Background: an optimization exercise with open tools, aiming at small area, a short achievable clock period and few clock cycles per item. Do not read the settings as production practice. Function was checked by simulation only, so behaviour that the tests miss may differ from the original.

<file path="flow/design.v">
module fm_3d_norm (
  i_s,
  i_e,
  i_f,
  o_b
);
    input         i_s;           
    input  [4:0]  i_e;           
    input  [16:0] i_f;           
    output [21:0] o_b;           
    wire        w_carry;        
    wire [3:0]  w_penc;         
    wire        w_c_zero;       
    wire        w_ce_zero;      
    wire [15:0] w_lshifted;     
    wire [4:0]  w_lshift_val;   
    wire [15:0] w_c_fraction;
    wire [15:0] w_c_frac;
    wire [4:0]  w_c_exp;        
    wire        w_c_sign;       
    wire [5:0]  w_incdec_out;   
    assign w_carry  = i_f[16];
    assign w_c_zero = (i_f == 17'h0);
    assign w_penc = f_prenc(i_f[15:0]);
    assign w_incdec_out = f_incdec(i_e, w_penc, w_carry);
    assign  w_lshift_val = w_penc;
    assign w_lshifted = i_f[15:0] << w_lshift_val;
    assign w_c_frac = (w_carry) ? i_f[16:1] : w_lshifted;
    assign w_c_exp = (w_c_zero|w_incdec_out[5]) ? 5'h0 : w_incdec_out[4:0];
    assign w_ce_zero = (w_c_exp == 5'h0);
    assign w_c_sign = i_s & !w_ce_zero;
    assign w_c_fraction = (w_ce_zero) ? 16'h0 : w_c_frac;
    assign o_b = {w_c_sign, w_c_exp, w_c_fraction};
function [3:0] f_prenc;
  input [15:0] mat;
  begin
    if (mat[15] == 1'b1) begin
      f_prenc = 4'h0;
    end else if (mat[14] == 1'b1) begin
      f_prenc = 4'h1;
    end else if (mat[13] == 1'b1) begin
      f_prenc = 4'h2;
    end else if (mat[12] == 1'b1) begin
      f_prenc = 4'h3;
    end else if (mat[11] == 1'b1) begin
      f_prenc = 4'h4;
    end else if (mat[10] == 1'b1) begin
      f_prenc = 4'h5;
    end else if (mat[9] == 1'b1) begin
      f_prenc = 4'h6;
    end else if (mat[8] == 1'b1) begin
      f_prenc = 4'h7;
    end else if (mat[7] == 1'b1) begin
      f_prenc = 4'h8;
    end else if (mat[6] == 1'b1) begin
      f_prenc = 4'h9;
    end else if (mat[5] == 1'b1) begin
      f_prenc = 4'ha;
    end else if (mat[4] == 1'b1) begin
      f_prenc = 4'hb;
    end else if (mat[3] == 1'b1) begin
      f_prenc = 4'hc;
    end else if (mat[2] == 1'b1) begin
      f_prenc = 4'hd;
    end else if (mat[1] == 1'b1) begin
      f_prenc = 4'he;
    end else begin
      f_prenc = 4'hf;
    end
  end
endfunction
function [5:0] f_incdec;
  input [4:0] a;
  input [3:0] b;
  input       inc;
  reg   [5:0] r_inc;
  reg   [5:0] r_dec;
  reg         r_1f_flag;
  begin
    r_1f_flag = (a == 5'h1f);
    r_inc = a + !r_1f_flag;
    r_dec = a - b;
    f_incdec = (inc) ? r_inc : r_dec;
  end
endfunction
endmodule
module fm_3d_fadd (
  clk_core,
  i_en,
  i_a,
  i_b,
  i_adsb,
  o_c
);
    input         clk_core;
    input         i_en;
    input  [21:0] i_a;           
    input  [21:0] i_b;           
    input         i_adsb;        
    output [21:0] o_c;           
    reg    [21:0] r_c;          
    reg           r_sign_1z;
    reg    [4:0]  r_exp_1z;
    reg           r_sign_2z;
    reg    [4:0]  r_exp_2z;
    reg    [16:0] r_mats;
    wire         w_a_sign;
    wire [15:0]  w_a_fraction;
    wire [4:0]   w_a_exp;
    wire         w_b_sign;
    wire [15:0]  w_b_fraction;
    wire [4:0]   w_b_exp;
    wire        w_mag_frac;    
    wire        w_mag_exp;     
    wire [4:0]  w_amb;         
    wire [4:0]  w_bma;         
    wire [4:0]  w_ex0;         
    wire [4:0]  w_exp_l;      
    wire        w_mag;         
    wire [15:0] w_f0;          
    wire [15:0] w_f1_sa;       
    wire [15:0] w_f1_sb;       
    wire [15:0] w_f1t;         
    wire        w_sign;        
    wire        w_sub;         
    wire [16:0] w_mats;        
    wire [21:0] w_c;
    assign w_a_sign = i_a[21];
    assign w_a_exp  = i_a[20:16];
    assign w_a_fraction = i_a[15:0];
    assign w_b_sign = i_b[21];
    assign w_b_exp  = i_b[20:16];
    assign w_b_fraction = i_b[15:0];
    assign o_c = r_c;
    assign w_mag_frac = (w_a_fraction <= w_b_fraction );
    assign w_mag_exp = (w_a_exp <= w_b_exp );
    assign w_exp_l = (w_mag_exp) ?  w_b_exp : w_a_exp;
    assign w_amb = w_a_exp - w_b_exp;
    assign w_bma = w_b_exp - w_a_exp;
    assign w_ex0 = (w_mag_exp) ? w_bma : w_amb;
    assign w_mag = (w_ex0 == 4'b0) ? w_mag_frac : w_mag_exp;
    assign w_f0 = (!w_mag) ? w_a_fraction : w_b_fraction;
    assign w_sign = ( w_mag == 1'b0) ? w_a_sign : (i_adsb ^ w_b_sign);
    assign w_sub = ((w_a_sign ^ w_b_sign) & !i_adsb) |
                   (!(w_a_sign ^ w_b_sign) & i_adsb) ;
    assign w_f1_sa = w_a_fraction >> w_ex0;
    assign w_f1_sb = w_b_fraction >> w_ex0;
    assign w_f1t = (w_mag) ? w_f1_sa : w_f1_sb;
    reg         r_sub;
    reg  [15:0] r_f0;
    reg  [15:0] r_f1t;
    always @(posedge clk_core) begin
        if (i_en) begin
            r_sign_1z <= w_sign;
            r_exp_1z <= w_exp_l;
            r_sub <= w_sub;
            r_f0 <= w_f0;
            r_f1t <= w_f1t;
        end
    end
    assign w_mats =  (!r_sub) ? (r_f0 + r_f1t) : (r_f0 - r_f1t);
    always @(posedge clk_core) begin
        if (i_en) begin
            r_sign_2z <= r_sign_1z;
            r_exp_2z <= r_exp_1z;
            r_mats <= w_mats;
        end
    end
    fm_3d_norm norm (
        .i_s(r_sign_2z),
        .i_e(r_exp_2z),
        .i_f(r_mats),
        .o_b(w_c)
    );
    always @(posedge clk_core) begin
        if (i_en) r_c <= w_c;
    end
endmodule
module fm_3d_fmul (
  clk_core,
  i_en,
  i_a,
  i_b,
  o_c
);
    input         clk_core;
    input         i_en;
    input  [21:0] i_a;
    input  [21:0] i_b;
    output [21:0] o_c;
    reg    [21:0] r_c;
    reg           r_sign_1z;
    reg           r_sign_2z;
    reg    [17:0] r_cf_tmp;
    reg    [4:0]  r_ce_tmp_1z;
    reg    [4:0]  r_ce_tmp_2z;
    reg    [16:0] r_cf_tmp2;
    wire        w_a_sign;
    wire [15:0] w_a_fraction;
    wire [4:0]  w_a_exp;
    wire        w_b_sign;
    wire [15:0] w_b_fraction;
    wire [4:0]  w_b_exp;
    wire [5:0]  w_adder_out;    
    wire        w_sign;
    wire [31:0] w_cf_tmp;       
    wire [16:0] w_cf_tmp2;      
    wire [4:0]  w_ce_tmp;       
    wire [21:0] w_c;
    assign w_a_sign = i_a[21];
    assign w_a_exp  = i_a[20:16];
    assign w_a_fraction = i_a[15:0];
    assign w_b_sign = i_b[21];
    assign w_b_exp  = i_b[20:16];
    assign w_b_fraction = i_b[15:0];
    wire [5:0] w_exp_add;
    assign w_exp_add = w_a_exp + w_b_exp;
    assign w_adder_out = w_exp_add -  4'hf;
    assign w_ce_tmp = (w_exp_add < 5'hf) ? 5'h00 :
                      (w_adder_out[5])   ? 5'h1f :
                                           w_adder_out[4:0];
    assign w_sign = w_a_sign ^ w_b_sign;
    assign w_cf_tmp = w_a_fraction * w_b_fraction;
    always @(posedge clk_core) begin
        if (i_en) begin
            r_sign_1z <= w_sign;
            r_cf_tmp <= w_cf_tmp[31:14];
            r_ce_tmp_1z <= w_ce_tmp;
        end
    end
    wire [16:0] w_rounded;
    assign w_rounded = r_cf_tmp[17:1] + 1'b1;
    assign w_cf_tmp2 = r_cf_tmp[0] ?  w_rounded :                
                                      r_cf_tmp[17:1];
    always @(posedge clk_core) begin
        if (i_en) begin
            r_sign_2z <= r_sign_1z;
            r_ce_tmp_2z <= r_ce_tmp_1z;
            r_cf_tmp2 <= w_cf_tmp2;
        end
    end
    fm_3d_norm norm (
        .i_s(r_sign_2z),
        .i_e(r_ce_tmp_2z),
        .i_f(r_cf_tmp2),
        .o_b(w_c)
    );
    always @(posedge clk_core) begin
        if (i_en) r_c <= w_c;
    end
    assign o_c = r_c;
endmodule
module fm_3d_frcp_rom (
  clk_core,
  i_a,
  o_c
);
    input         clk_core;
    input  [6:0]  i_a;
    output [31:0] o_c;
(*rom_style="distributed" *) reg    [31:0] r_c;
    assign o_c = r_c;
    always @(posedge clk_core) begin
(* parallel_case *) case (i_a)
            7'd0:   r_c <= 32'h800001fc;
            7'd1:   r_c <= 32'h7f0101f4;
            7'd2:   r_c <= 32'h7e0701ec;
            7'd3:   r_c <= 32'h7d1101e5;
            7'd4:   r_c <= 32'h7c1f01dd;
            7'd5:   r_c <= 32'h7b3001d6;
            7'd6:   r_c <= 32'h7a4401cf;
            7'd7:   r_c <= 32'h795c01c8;
            7'd8:   r_c <= 32'h787801c2;
            7'd9:   r_c <= 32'h779701bb;
            7'd10:  r_c <= 32'h76b901b5;
            7'd11:  r_c <= 32'h75de01af;
            7'd12:  r_c <= 32'h750701a8;
            7'd13:  r_c <= 32'h743201a2;
            7'd14:  r_c <= 32'h7361019d;
            7'd15:  r_c <= 32'h72920197;
            7'd16:  r_c <= 32'h71c70191;
            7'd17:  r_c <= 32'h70fe018c;
            7'd18:  r_c <= 32'h70380186;
            7'd19:  r_c <= 32'h6f740181;
            7'd20:  r_c <= 32'h6eb3017c;
            7'd21:  r_c <= 32'h6df50177;
            7'd22:  r_c <= 32'h6d3a0172;
            7'd23:  r_c <= 32'h6c80016d;
            7'd24:  r_c <= 32'h6bca0168;
            7'd25:  r_c <= 32'h6b150164;
            7'd26:  r_c <= 32'h6a63015f;
            7'd27:  r_c <= 32'h69b4015a;
            7'd28:  r_c <= 32'h69060156;
            7'd29:  r_c <= 32'h685b0152;
            7'd30:  r_c <= 32'h67b2014d;
            7'd31:  r_c <= 32'h670b0149;
            7'd32:  r_c <= 32'h66660145;
            7'd33:  r_c <= 32'h65c30141;
            7'd34:  r_c <= 32'h6522013d;
            7'd35:  r_c <= 32'h64830139;
            7'd36:  r_c <= 32'h63e70136;
            7'd37:  r_c <= 32'h634c0132;
            7'd38:  r_c <= 32'h62b2012e;
            7'd39:  r_c <= 32'h621b012a;
            7'd40:  r_c <= 32'h61860127;
            7'd41:  r_c <= 32'h60f20123;
            7'd42:  r_c <= 32'h60600120;
            7'd43:  r_c <= 32'h5fd0011d;
            7'd44:  r_c <= 32'h5f410119;
            7'd45:  r_c <= 32'h5eb40116;
            7'd46:  r_c <= 32'h5e290113;
            7'd47:  r_c <= 32'h5d9f0110;
            7'd48:  r_c <= 32'h5d17010d;
            7'd49:  r_c <= 32'h5c90010a;
            7'd50:  r_c <= 32'h5c0b0107;
            7'd51:  r_c <= 32'h5b870104;
            7'd52:  r_c <= 32'h5b050101;
            7'd53:  r_c <= 32'h5a8400fe;
            7'd54:  r_c <= 32'h5a0500fb;
            7'd55:  r_c <= 32'h598700f9;
            7'd56:  r_c <= 32'h590b00f6;
            7'd57:  r_c <= 32'h588f00f3;
            7'd58:  r_c <= 32'h581600f1;
            7'd59:  r_c <= 32'h579d00ee;
            7'd60:  r_c <= 32'h572600ec;
            7'd61:  r_c <= 32'h56b000e9;
            7'd62:  r_c <= 32'h563b00e7;
            7'd63:  r_c <= 32'h55c700e4;
            7'd64:  r_c <= 32'h555500e2;
            7'd65:  r_c <= 32'h54e400e0;
            7'd66:  r_c <= 32'h547400dd;
            7'd67:  r_c <= 32'h540500db;
            7'd68:  r_c <= 32'h539700d9;
            7'd69:  r_c <= 32'h532a00d7;
            7'd70:  r_c <= 32'h52bf00d4;
            7'd71:  r_c <= 32'h525400d2;
            7'd72:  r_c <= 32'h51eb00d0;
            7'd73:  r_c <= 32'h518300ce;
            7'd74:  r_c <= 32'h511b00cc;
            7'd75:  r_c <= 32'h50b500ca;
            7'd76:  r_c <= 32'h505000c8;
            7'd77:  r_c <= 32'h4fec00c6;
            7'd78:  r_c <= 32'h4f8800c4;
            7'd79:  r_c <= 32'h4f2600c2;
            7'd80:  r_c <= 32'h4ec400c0;
            7'd81:  r_c <= 32'h4e6400bf;
            7'd82:  r_c <= 32'h4e0400bd;
            7'd83:  r_c <= 32'h4da600bb;
            7'd84:  r_c <= 32'h4d4800b9;
            7'd85:  r_c <= 32'h4ceb00b8;
            7'd86:  r_c <= 32'h4c8f00b6;
            7'd87:  r_c <= 32'h4c3400b4;
            7'd88:  r_c <= 32'h4bda00b2;
            7'd89:  r_c <= 32'h4b8000b1;
            7'd90:  r_c <= 32'h4b2700af;
            7'd91:  r_c <= 32'h4ad000ae;
            7'd92:  r_c <= 32'h4a7900ac;
            7'd93:  r_c <= 32'h4a2200aa;
            7'd94:  r_c <= 32'h49cd00a9;
            7'd95:  r_c <= 32'h497800a7;
            7'd96:  r_c <= 32'h492400a6;
            7'd97:  r_c <= 32'h48d100a4;
            7'd98:  r_c <= 32'h487e00a3;
            7'd99:  r_c <= 32'h482d00a2;
            7'd100: r_c <= 32'h47dc00a0;
            7'd101: r_c <= 32'h478b009f;
            7'd102: r_c <= 32'h473c009d;
            7'd103: r_c <= 32'h46ed009c;
            7'd104: r_c <= 32'h469e009b;
            7'd105: r_c <= 32'h46510099;
            7'd106: r_c <= 32'h46040098;
            7'd107: r_c <= 32'h45b80097;
            7'd108: r_c <= 32'h456c0095;
            7'd109: r_c <= 32'h45210094;
            7'd110: r_c <= 32'h44d70093;
            7'd111: r_c <= 32'h448d0092;
            7'd112: r_c <= 32'h44440091;
            7'd113: r_c <= 32'h43fb008f;
            7'd114: r_c <= 32'h43b3008e;
            7'd115: r_c <= 32'h436c008d;
            7'd116: r_c <= 32'h4325008c;
            7'd117: r_c <= 32'h42df008b;
            7'd118: r_c <= 32'h429a008a;
            7'd119: r_c <= 32'h42540088;
            7'd120: r_c <= 32'h42100087;
            7'd121: r_c <= 32'h41cc0086;
            7'd122: r_c <= 32'h41890085;
            7'd123: r_c <= 32'h41460084;
            7'd124: r_c <= 32'h41040083;
            7'd125: r_c <= 32'h40c20082;
            7'd126: r_c <= 32'h40810081;
            7'd127: r_c <= 32'h40400080;
            default: r_c <= 32'h0;
        endcase
    end
endmodule
module fm_3d_frcp (
  clk_core,
  i_en,
  i_a,
  o_c
);
    input         clk_core;
    input         i_en;
    input  [21:0] i_a;           
    output [21:0] o_c;           
    reg    [21:0] r_c;            
    reg           r_a_sign;
    reg    [4:0]  r_ce_tmp;
    reg    [7:0]  r_a_frac_l;
    reg           r_zero_flag;
    wire          w_a_sign;
    wire   [4:0]  w_a_exp;
    wire   [15:0] w_a_fraction;
    wire   [4:0]  w_2bias;
    wire   [4:0]  w_ce_tmp;
    wire   [15:0] w_cf_tmp;
    wire   [31:0] w_rom_out;
    wire   [15:0] w_rom_base;
    wire   [15:0] w_rom_diff;
    wire   [6:0]  w_rom_address;
    wire   [7:0]  w_a_frac_l;
    wire   [23:0] w_rom_correct;
    wire   [21:0] w_c;
    wire          w_zero_flag;
    assign w_a_sign = i_a[21];
    assign w_a_exp = i_a[20:16];
    assign w_a_fraction = i_a[15:0];
    assign w_2bias = 5'h1e;   
    assign w_ce_tmp = w_2bias - w_a_exp;
    assign w_rom_address = w_a_fraction[14:8];
    assign w_a_frac_l = w_a_fraction[7:0];
    assign w_rom_base = w_rom_out[31:16];    
    assign w_rom_diff = w_rom_out[15:0];     
    assign w_rom_correct = w_rom_diff * r_a_frac_l;
    assign w_cf_tmp = w_rom_base - {1'b0,w_rom_correct[23:9]};
    assign w_zero_flag = (w_a_exp == 5'h0);
    assign o_c = r_c;
    always @(posedge clk_core) begin
        if (i_en) begin
            r_a_sign <= w_a_sign;
            r_ce_tmp <= w_ce_tmp;
            r_a_frac_l <= w_a_frac_l;
            r_zero_flag <= w_zero_flag;
        end
    end
    always @(posedge clk_core) begin
        if (i_en) begin
            r_c <= (r_zero_flag) ? 22'h0 : w_c;
        end
    end
    fm_3d_frcp_rom frcp_rom (
        .clk_core(clk_core),
        .i_a(w_rom_address),
        .o_c(w_rom_out)
    );
    fm_3d_norm norm (
        .i_s(r_a_sign),
        .i_e(r_ce_tmp),
        .i_f({1'b0,w_cf_tmp[15:0]}),
        .o_b(w_c)
    );
endmodule
module fm_3d_ru_outline_setup (
    clk_core,
    rst_x,
    i_aa_en,
    i_valid,
    o_ack,
    i_vtx0_x,
    i_vtx0_y,
    i_vtx1_x,
    i_vtx1_y,
    i_vtx2_x,
    i_vtx2_y,
    o_valid,
    o_is_first,
    o_is_second,
    o_aa_mode,
    o_idle,
    o_start_x_e0,
    o_start_x_05_e0,
    o_start_y_e0,
    o_end_y_e0,
    o_delta_e0,
    o_delta_t_e0,
    o_delta_a_e0,
    o_start_x_e1,
    o_start_x_05_e1,
    o_start_y_e1,
    o_end_y_e1,
    o_delta_e1,
    o_delta_t_e1,
    o_delta_a_e1,
    o_start_x_e2,
    o_start_x_05_e2,
    o_start_y_e2,
    o_end_y_e2,
    o_delta_e2,
    o_delta_t_e2,
    o_delta_a_e2,
    i_ack
);
    parameter P_IDLE  = 3'd0;
    parameter P_EDGE0 = 3'd1;
    parameter P_EDGE1 = 3'd2;
    parameter P_EDGE2 = 3'd3;
    parameter P_PROC  = 3'd4;
    parameter P_PROC_AA  = 3'd5;
    parameter P_ACK   = 3'd6;
    parameter P_SUB0 = 4'd0;
    parameter P_SUB1 = 4'd1;
    parameter P_SUB2 = 4'd2;
    parameter P_SUB3 = 4'd3;
    parameter P_SUB4 = 4'd4;
    parameter P_SUB5 = 4'd5;
    parameter P_SUB6 = 4'd6;
    parameter P_SUB7 = 4'd7;
    parameter P_SUB8 = 4'd8;
    input         clk_core;
    input         rst_x;
    input         i_aa_en;
    input         i_valid;
    output        o_ack;
    input  [20:0] i_vtx0_x;   
    input  [20:0] i_vtx0_y;
    input  [20:0] i_vtx1_x;
    input  [20:0] i_vtx1_y;
    input  [20:0] i_vtx2_x;
    input  [20:0] i_vtx2_y;
    output        o_is_first;
    output        o_is_second;
    output        o_valid;
    output        o_aa_mode;
    output        o_idle;
    output [20:0] o_start_x_e0;
    output [20:0] o_start_x_05_e0;
    output [20:0] o_start_y_e0;
    output [20:0] o_end_y_e0;
    output [21:0] o_delta_e0;
    output [21:0] o_delta_t_e0;
    output [21:0] o_delta_a_e0;
    output [20:0] o_start_x_e1;
    output [20:0] o_start_x_05_e1;
    output [20:0] o_start_y_e1;
    output [20:0] o_end_y_e1;
    output [21:0] o_delta_e1;
    output [21:0] o_delta_t_e1;
    output [21:0] o_delta_a_e1;
    output [20:0] o_start_x_e2;
    output [20:0] o_start_x_05_e2;
    output [20:0] o_start_y_e2;
    output [20:0] o_end_y_e2;
    output [21:0] o_delta_e2;
    output [21:0] o_delta_t_e2;
    output [21:0] o_delta_a_e2;
    input         i_ack;
    reg    [2:0]  r_state;
    reg    [3:0]  r_sub_state;
    reg    [20:0] r_delta_y;
    reg    [21:0] r_delta_e0;
    reg    [21:0] r_delta_e1;
    reg    [21:0] r_delta_e2;
    reg    [21:0] r_delta_t_e0;
    reg    [21:0] r_delta_t_e1;
    reg    [21:0] r_delta_t_e2;
    reg    [20:0] r_end_y_e0;
    reg    [20:0] r_end_y_e1;
    reg    [20:0] r_end_y_e2;
    reg           r_is_delta_y_zero_e0;
    reg           r_is_delta_y_zero_e1;
    reg           r_is_delta_y_zero_e2;
    reg    [20:0] r_start_x_05_vtx1;
    reg    [20:0] r_start_x_05_vtx2;
    wire   [21:0] w_adder_in_a;
    wire   [21:0] w_adder_in_b;
    wire   [21:0] w_adder_out;
    wire   [20:0] w_adder_out_clamped;
    wire   [21:0] w_recip_out;
    wire   [21:0] w_mul_out;
    wire          w_set_delta_y;
    wire          w_set_delta_e0;
    wire          w_set_delta_e1;
    wire          w_set_delta_e2;
    wire          w_set_delta_t_e0;
    wire          w_set_delta_t_e1;
    wire          w_set_delta_t_e2;
    wire          w_set_end_y_e0;
    wire          w_set_end_y_e1;
    wire          w_set_end_y_e2;
    wire          w_sub_start;
    wire  [21:0]  w_in_a_e0;
    wire  [21:0]  w_in_b_e0;
    wire  [21:0]  w_in_a_e1;
    wire  [21:0]  w_in_b_e1;
    wire  [21:0]  w_in_a_e2;
    wire  [21:0]  w_in_b_e2;
    wire  [21:0]  w_10;
    wire  [21:0]  w_05;
    wire  [21:0]  w_00;
    wire          w_is_zero;
    wire          w_set_dy_zero_e0;
    wire          w_set_dy_zero_e1;
    wire          w_set_dy_zero_e2;
    wire          w_set_x_05_vtx1;
    wire          w_set_x_05_vtx2;
    wire          w_adsb;
    wire          w_cancel;
    wire          w_y_one_line;
    wire          w_y_two_line;
    wire          w_only_aa;
    assign w_10 = 22'hf8000;
    assign w_05 = 22'he8000;
    assign w_00 = 22'h00000;
    assign o_is_first = (i_vtx2_y != i_vtx1_y);   
    assign o_is_second = (i_vtx1_y != i_vtx0_y);   
    assign w_is_zero = (w_adder_out == w_00);   
    assign w_in_a_e0 = (r_sub_state == P_SUB0) ? {1'b0,i_vtx0_y} :
                       (r_sub_state == P_SUB2) ? {1'b0,i_vtx0_x} :
                                                 {1'b0,i_vtx0_y};
    assign w_in_b_e0 = (r_sub_state == P_SUB0) ? {1'b0,i_vtx2_y} :
                       (r_sub_state == P_SUB2) ? {1'b0,i_vtx2_x} :
                                                  w_10;
    assign w_in_a_e1 = (r_sub_state == P_SUB0) ? {1'b0,i_vtx1_y} :
                       (r_sub_state == P_SUB2) ? {1'b0,i_vtx1_x} :
                       (r_sub_state == P_SUB3) ? w_05 :
                                                 {1'b0,i_vtx1_y};
    assign w_in_b_e1 = (r_sub_state == P_SUB0) ? {1'b0,i_vtx2_y} :
                       (r_sub_state == P_SUB2) ? {1'b0,i_vtx2_x} :
                       (r_sub_state == P_SUB3) ? {1'b0,i_vtx2_x} :
                                                 w_10;
    assign w_in_a_e2 = (r_sub_state == P_SUB0) ? {1'b0,i_vtx0_y} :
                       (r_sub_state == P_SUB2) ? {1'b0,i_vtx0_x} :
                       (r_sub_state == P_SUB3) ? w_05 :
                                                 {1'b0,i_vtx0_y};
    assign w_in_b_e2 = (r_sub_state == P_SUB0) ? {1'b0,i_vtx1_y} :
                       (r_sub_state == P_SUB2) ? {1'b0,i_vtx1_x} :
                       (r_sub_state == P_SUB3) ? {1'b0,i_vtx1_x} :
                                                 w_10;
    assign w_adder_in_a = (r_state == P_EDGE0) ? w_in_a_e0 :    
                          (r_state == P_EDGE1) ? w_in_a_e1 :    
                                                 w_in_a_e2 ;    
    assign w_adder_in_b = (r_state == P_EDGE0) ? w_in_b_e0 :    
                          (r_state == P_EDGE1) ? w_in_b_e1 :    
                                                 w_in_b_e2 ;    
    assign w_set_delta_y =  (r_state == P_EDGE0) & (r_sub_state == P_SUB3);
    assign w_set_delta_t_e0 = (r_state == P_EDGE0) & (r_sub_state == P_SUB5);
    assign w_set_delta_t_e1 = (r_state == P_EDGE1) & (r_sub_state == P_SUB5);
    assign w_set_delta_t_e2 = (r_state == P_EDGE2) & (r_sub_state == P_SUB5);
    assign w_set_delta_e0 = (r_state == P_EDGE0) & (r_sub_state == P_SUB8);
    assign w_set_delta_e1 = (r_state == P_EDGE1) & (r_sub_state == P_SUB8);
    assign w_set_delta_e2 = (r_state == P_EDGE2) & (r_sub_state == P_SUB8);
    assign w_set_end_y_e0 = (r_state == P_EDGE0) & (r_sub_state == P_SUB4);
    assign w_set_end_y_e1 = (r_state == P_EDGE1) & (r_sub_state == P_SUB4);
    assign w_set_end_y_e2 = (r_state == P_EDGE2) & (r_sub_state == P_SUB4);
    assign w_set_dy_zero_e0 = (r_state == P_EDGE0) & (r_sub_state == P_SUB3);
    assign w_set_dy_zero_e1 = (r_state == P_EDGE1) & (r_sub_state == P_SUB3);
    assign w_set_dy_zero_e2 = (r_state == P_EDGE2) & (r_sub_state == P_SUB3);
    assign w_set_x_05_vtx2 =  (r_state == P_EDGE1) & (r_sub_state == P_SUB6);
    assign w_set_x_05_vtx1 =  (r_state == P_EDGE2) & (r_sub_state == P_SUB6);
    assign w_sub_start = (r_state == P_EDGE0) | 
                         (r_state == P_EDGE1) |
                         (r_state == P_EDGE2) ;
    assign w_adder_out_clamped = w_adder_out[21] ? 21'h0: w_adder_out[20:0];
    assign w_adsb = !(r_sub_state == P_SUB3);
    assign w_y_one_line = (r_delta_y == w_00[20:0]);
    assign w_y_two_line = (r_delta_y == w_10[20:0]);
    assign w_cancel = w_y_one_line | (w_y_two_line & o_is_first & !i_aa_en);
    assign w_only_aa = (w_y_two_line & o_is_first & i_aa_en);
    assign o_ack = (r_state == P_ACK) | 
                   ((r_state == P_EDGE0)&w_set_delta_e0&w_cancel);
    assign o_delta_e0 = r_delta_e0;
    assign o_delta_e1 = r_delta_e1;
    assign o_delta_e2 = r_delta_e2;
    assign o_delta_t_e0 = r_delta_t_e0;
    assign o_delta_t_e1 = r_delta_t_e1;
    assign o_delta_t_e2 = r_delta_t_e2;
    assign o_start_x_e0 = i_vtx2_x;
    assign o_start_x_05_e0 = r_start_x_05_vtx2;
    assign o_start_y_e0 = i_vtx2_y;
    assign o_end_y_e0 = r_end_y_e0;
    assign o_start_x_e1 = i_vtx2_x;
    assign o_start_x_05_e1 = r_start_x_05_vtx2;
    assign o_start_y_e1 = i_vtx2_y;
    assign o_end_y_e1 = r_end_y_e1;
    assign o_start_x_e2 = i_vtx1_x;
    assign o_start_x_05_e2 = r_start_x_05_vtx1;
    assign o_start_y_e2 = i_vtx1_y;
    assign o_end_y_e2 = r_end_y_e2;
    assign o_delta_a_e0 = (r_is_delta_y_zero_e0) ? w_00 : w_05;
    assign o_delta_a_e1 = (r_is_delta_y_zero_e1) ? w_00 : w_05;
    assign o_delta_a_e2 = (r_is_delta_y_zero_e2) ? w_00 : w_05;
    assign o_valid = (r_state == P_PROC) | (r_state == P_PROC_AA);
    assign o_aa_mode = (r_state == P_PROC_AA);
    assign o_idle = (r_state == P_IDLE);
    always @(posedge clk_core or negedge rst_x) begin
        if (~rst_x) begin
            r_state <= P_IDLE;
        end else begin
            case (r_state)
                P_IDLE: begin
                    if (i_valid) r_state <= P_EDGE0;
                end
                P_EDGE0: begin
                    if (w_set_delta_e0) begin
                        if (w_cancel) r_state <= P_IDLE;
                        else r_state <= P_EDGE1;
                    end
                end
                P_EDGE1: begin
                    if (w_set_delta_e1) r_state <= P_EDGE2;
                end
                P_EDGE2: begin
                    if (w_set_delta_e2) begin
                     if (w_only_aa) r_state <= P_PROC_AA;
                     else r_state <= P_PROC;
                    end
                end
                P_PROC: begin
                    if (i_ack) begin
                        if (i_aa_en) r_state <= P_PROC_AA;
                        else r_state <= P_ACK;
                    end
                end
                P_PROC_AA: begin
                    if (i_ack) r_state <= P_ACK;
                end
                P_ACK: begin
                    r_state <= P_IDLE;
                end
            endcase
        end
    end
    always @(posedge clk_core or negedge rst_x) begin
        if (~rst_x) begin
            r_sub_state <= P_SUB0;
        end else begin
            case (r_sub_state)
                P_SUB0: if (w_sub_start) r_sub_state <= P_SUB1;
                P_SUB1: r_sub_state <= P_SUB2;
                P_SUB2: r_sub_state <= P_SUB3;
                P_SUB3: r_sub_state <= P_SUB4;
                P_SUB4: r_sub_state <= P_SUB5;
                P_SUB5: r_sub_state <= P_SUB6;
                P_SUB6: r_sub_state <= P_SUB7;
                P_SUB7: r_sub_state <= P_SUB8;
                P_SUB8: r_sub_state <= P_SUB0;
            endcase
        end
    end
    always @(posedge clk_core) begin
        if (w_set_delta_e0) r_delta_e0 <= w_mul_out;
        if (w_set_delta_e1) r_delta_e1 <= w_mul_out;
        if (w_set_delta_e2) r_delta_e2 <= w_mul_out;
        if (w_set_delta_t_e0) r_delta_t_e0 <= w_recip_out;
        if (w_set_delta_t_e1) r_delta_t_e1 <= w_recip_out;
        if (w_set_delta_t_e2) r_delta_t_e2 <= w_recip_out;
        if (w_set_end_y_e0) r_end_y_e0 <= w_adder_out_clamped[20:0];
        if (w_set_end_y_e1) r_end_y_e1 <= w_adder_out_clamped[20:0];
        if (w_set_end_y_e2) r_end_y_e2 <= w_adder_out_clamped[20:0];
        if (w_set_dy_zero_e0) r_is_delta_y_zero_e0 <= w_is_zero;
        if (w_set_dy_zero_e1) r_is_delta_y_zero_e1 <= w_is_zero;
        if (w_set_dy_zero_e2) r_is_delta_y_zero_e2 <= w_is_zero;
        if (w_set_x_05_vtx1) r_start_x_05_vtx1 <= w_adder_out[20:0];
        if (w_set_x_05_vtx2) r_start_x_05_vtx2 <= w_adder_out[20:0];
        if (w_set_delta_y) r_delta_y <= w_adder_out[20:0];
    end
    fm_3d_fadd fadd (
        .clk_core(clk_core),
        .i_en(1'b1),
        .i_a(w_adder_in_a),
        .i_b(w_adder_in_b),
        .i_adsb(w_adsb),
        .o_c(w_adder_out)
    );
    fm_3d_frcp frcp (
        .clk_core(clk_core),
        .i_en(1'b1),
        .i_a(w_adder_out),
        .o_c(w_recip_out)
    );
    fm_3d_fmul fmul (
        .clk_core(clk_core),
        .i_en(1'b1),
        .i_a(w_adder_out),
        .i_b(w_recip_out),
        .o_c(w_mul_out)
    );
endmodule
</file>
<file path="flow/constraint.sdc">
create_clock -name core_clock -period 10.0 [get_ports {clk_core}]
set_input_delay 2.0000 -clock core_clock [delete_from_list [all_inputs] [get_ports {clk_core}]]
set_output_delay 2.0000 -clock core_clock [all_outputs]
set_load 0.01 [all_outputs]
</file>
<file path="flow/run.sh">
#!/bin/bash
# synth_recipe.tcl (not shown) runs the flow's synth.tcl, then flattens the netlist and writes it again
# the make line also repeats each setting of config.mk as NAME=value (left out here)
make -C /OpenROAD-flow-scripts/flow DESIGN_CONFIG=/design/flow/config.mk WORK_HOME=/design/flow/orfs CLKGATE_MAP_FILE= SYNTH_SCRIPT=/design/flow/synth_recipe.tcl finish
</file>
<file path="flow/config.mk">
export PLATFORM = sky130hd
export DESIGN_NAME = fm_3d_ru_outline_setup
export DESIGN_NICKNAME = fm_3d_ru_outline_setup
export VERILOG_FILES = /design/flow/design.v
export SDC_FILE = /design/flow/constraint.sdc
export NUM_CORES = 4
export LEC_CHECK = 0
export CAP_MARGIN = 20
export CORE_MARGIN = 2
export CORE_UTILIZATION = 40
export PLACE_DENSITY = 0.6
export SLEW_MARGIN = 20
</file>
==> notes.md <==
synthesized netlist by cell type, drive strengths merged, types with 23 or more instances:
library cell / count
edfxtp: 261
nand2: 382
a211oi: 32
xor2: 51
a221oi: 27
nor2b: 50
a22oi: 23
xnor2: 98
fa: 242
clkbuf: 148
a21oi: 207
buf: 239
ha: 232
o22ai: 28
o211ai: 28
a21o: 31
inv: 371
dfxtp: 215
and2: 173
o21ai: 179
nor2: 262
nor4: 28
nand3: 78
mux2i: 79
a31oi: 41
and3: 23
nand4: 23
nor3: 61
flip-flops by register name (all words and copies together) (netlist names), 8 cells and up:
register and flops:
frcp.frcp_rom.r_c 25, fadd.r_c 22, fmul.r_c 22, frcp.r_c 22, r_delta_e0 22, r_delta_e1 22, r_delta_e2 22, r_delta_t_e0 22
r_delta_t_e1 22, r_delta_t_e2 22, r_delta_y 21, r_end_y_e0 21, r_end_y_e1 21, r_end_y_e2 21, r_start_x_05_vtx1 21, r_start_x_05_vtx2 21
fmul.r_cf_tmp 18, fadd.r_mats 17, fmul.r_cf_tmp2 17, fadd.r_f0 16, fadd.r_f1t 16, frcp.r_a_frac_l 8
path summary, 6_finish.rpt:
| kind | from | endpoint | cells after the start |
|---|---|---|---|
| max | frcp.r_a_frac_l[2]$_DFF_P_ | frcp.r_c[0]$_SDFF_PP0_ | 34 |
| min | fmul.r_ce_tmp_1z[4]$_SDFF_PN0_ | fmul.r_ce_tmp_2z[4]$_DFF_P_ | 0 |
| max reg2reg | frcp.r_a_frac_l[2]$_DFF_P_ | frcp.r_c[0]$_SDFF_PP0_ | 34 |
| min reg2reg | fmul.r_ce_tmp_1z[4]$_SDFF_PN0_ | fmul.r_ce_tmp_2z[4]$_DFF_P_ | 0 |
| max in group asynchronous | rst_x | r_sub_state[2]$_DFFE_PN0P_ | 1 |
| min in group asynchronous | rst_x | r_sub_state[1]$_DFFE_PN0P_ | 1 |
area by class of cell:
| cell class | instances | area [um2] | share of cell area, % |
|---|---|---|---|
| tap | 1186 | 1484 | 3.369 |
| clock buffer | 70 | 1483 | 3.366 |
| inverter | 375 | 1408 | 3.196 |
| clock inverter | 34 | 478.0 | 1.085 |
| antenna | 1 | 2.502 | 0.005682 |
| multi-input combinational | 2721 | 21060 | 47.82 |
| sequential | 483 | 12330 | 27.99 |
| timing repair buffer | 593 | 5796 | 13.16 |
metal layers:
| metal | vias to the layer above | GRT usage, % | part of all wire [%] |
|---|---|---|---|
| li1 | 13850 | - | - |
| met5 | - | 0 | 0.030 |
| met4 | 6 | 7.192 | 2.8 |
| met2 | 1306 | 40.67 | 45 |
| met1 | 14810 | 35.54 | 43 |
| met3 | 217 | 6.602 | 9.3 |
critical path: cells and delay by family, from the launching register on:
family,cells,cell delay (ps)
AO/OA/AOI/OAI,13,3530
adder cells (fa/ha/maj),7,2670
AND/OR/NAND/NOR,9,1680
buffers and inverters,4,480
flip-flops,1,390
XOR/XNOR,1,130
logic make-up (layout without fill, tap and decap cells):
kind of cell | Yosys count | in the layout
other | 1 | 55
flip-flops | 483 | 483
AO/OA/AOI/OAI | 786 | 786
adder cells (fa/ha/maj) | 474 | 474
XOR/XNOR | 149 | 149
multiplexers | 96 | 96
AND/OR/NAND/NOR | 1162 | 1162
buffers and inverters | 762 | 1072
through the flow:
stage	util, %	worst slack, ps	area, um2	hold WS, ps
global placement	46.02	1041	42050	310.3
CTS	48.16	991.7	44010	284.5
detailed placement	46.02	973.1	42050	312.1
floorplan	-	1386	36950	309.6
finish	48.19	998.6	44040	304.4
global route	48.19	381.7	44040	304.4
==> run_results.csv <==
group,metric,value,unit
status,status,"finished clean",
die,die_h,307.1,um
detailed_routing,drc,0,
final_layout,final_cell_mix,"532 x clkdlybuf4s50_1, 382 x nand2_1, 370 x inv_1",
worst_setup_path,critPathKind,"reg -> reg",
timing,fin_crit_sh,90.01,%
worst_setup_path,regToRegSetupSlack,1000,ps
timing,relSlewSlack,25.16,%
timing,clock_skew,40.33,ps
global_route,antenna_found_initial,6,
worst_setup_path,cpPeakStageDelay,520,ps
clocking,cts_buffers,55,
logic_synthesis,synthMuxAreaShare,2.795,%
detailed_routing,wl_per_cell,22.83,um
detailed_routing,vias,30190,
timing,rsz0062_at_grt,"false",
timing,finalSetupTns,0,ps
clocking,clk_latency,660,ps
die,die_w,307.1,um
placed_design,dp_hpwl,94.08,mm
logic_synthesis,synthDominantCellAreaShare,21.33,%
logic_synthesis,synthAdderAreaFrac,21.08,%
clocking,postCtsHoldBufs,0,
logic_synthesis,synth_edf_count,261,
placed_design,gp_congestion,0.9918,
global_route,grtUsageTotal,25.95,%
logic_synthesis,synth_seq_cells,483,
die,coreArea,91390,um2
timing,tightestPinTransition,1121,ps
placed_design,dp.cells,5357,
final_layout,finalNonFillerCells,5463,
logic_synthesis,synthTopCellsByArea,"edfxtp_1 21%, fa_1 13%, dfxtp_1 12%, ha_1 7.9%, buf_4 4.3%",
logic_synthesis,ys.flop_type,"edfxtp_1",
worst_setup_path,cp.required,10520,ps
timing,period_minus_slack,9001,ps
run,maxCapViolations,0,
final_layout,nNetsFinal,4834,
timing,setup_viol,0,
detailed_routing,drtAntennaViolNets,0,
logic_synthesis,syn_area,36750,um2
die,rows,111,
final_layout,fill_cells,8772,
timing,slew_violations,0,
logic_synthesis,synth_compound_area_share,13.93,%
worst_hold_path,hp-class,"reg -> reg",
worst_setup_path,crit_fanout,10,
timing,hold_viol,0,
final_layout,drive_above_1_share,5.543,%
die,num_io_pins,587,
worst_setup_path,end_kind,"flip-flop",
detailed_routing,wirelength,124.7,mm
clocking,cts_setup_buffers,0,
final_layout,area_growth,19.85,%
global_route,globalRouteOverflowTotal,0,
clocking,cts_buffer_depth,3,
final_layout,final_common_cell,"clkdlybuf4s50_1",
detailed_routing,firstDrtPassIters,6,
logic_synthesis,async_flop_share,1.449,%
logic_synthesis,synth-seq-area-share,33.52,%
die,start_util,40.21,%
clocking,h-tree-depth,2,
die,dieArea,94310,um2
logic_synthesis,synth_top_family_by_area,"adder cells",
clocking,cts_resized,0,
global_route,grt_start_max_net_pins,77,
global_route,grt_pass1_wl,186.9,mm
worst_setup_path,crit_top_cell,"fa_1",
worst_setup_path,crit_arrival,9520,ps
logic_synthesis,synthXorXnorAreaFrac,3.592,%
global_route,grt_pass1_vias,29620,
placed_design,io_buffers,532,
detailed_routing,via_per_inst,5.525,
clocking,cts-root-buf,"clkbuf_16",
worst_setup_path,startpoint_type,"flip-flop",
logic_synthesis,syn_avg_cell_area,9.391,um2
worst_setup_path,cp_slowest_cell,"fa_1",
clocking,clock-sinks,483,
detailed_routing,drt_iter0_drc,2873,
logic_synthesis,synthSimpleGateAreaFrac,15.11,%
logic_synthesis,ys_warn_count,6,
clocking,cts_tree,"built",
timing,fmax,111.1,MHz
logic_synthesis,synthCells,3913,
logic_synthesis,synth_top_area_cell,"edfxtp_1",
clocking,clk_pin_slew,60,ps
logic_synthesis,ys_types,87,
Testbench counts, summed over its fixed seeds: cycles 142,997, triangles 4,800.

[separate check: timing with driven ports]
How much do the figures lean on ideal ports? The routed layout below was timed once more, with nothing changed but the port constraints. Step 1: set_driving_cell puts a clkbuf_16 on clk_core and a buf_2 on each other input, an assumption about the parent block. Step 2, shift: input delay + t, output delay - t, t = (earliest + latest rising clock arrival at the registers) / 2. This alone moves slack from input paths to output paths. a / b / c = no drivers / after step 1 / after step 2; a / b = the first two.
shift t [ns]: 0.707
setup slack, ns: 0.999 / 0.999 / 0.999
latest minus earliest clock arrival (ns): 0.045 / 0.045
worst data-port slew with drivers (ns): 0.15
After both steps this run still meets setup and hold. For this run, drivers alone change the setup slack by 0.000 ns; drivers and shift together by 0.000 ns.
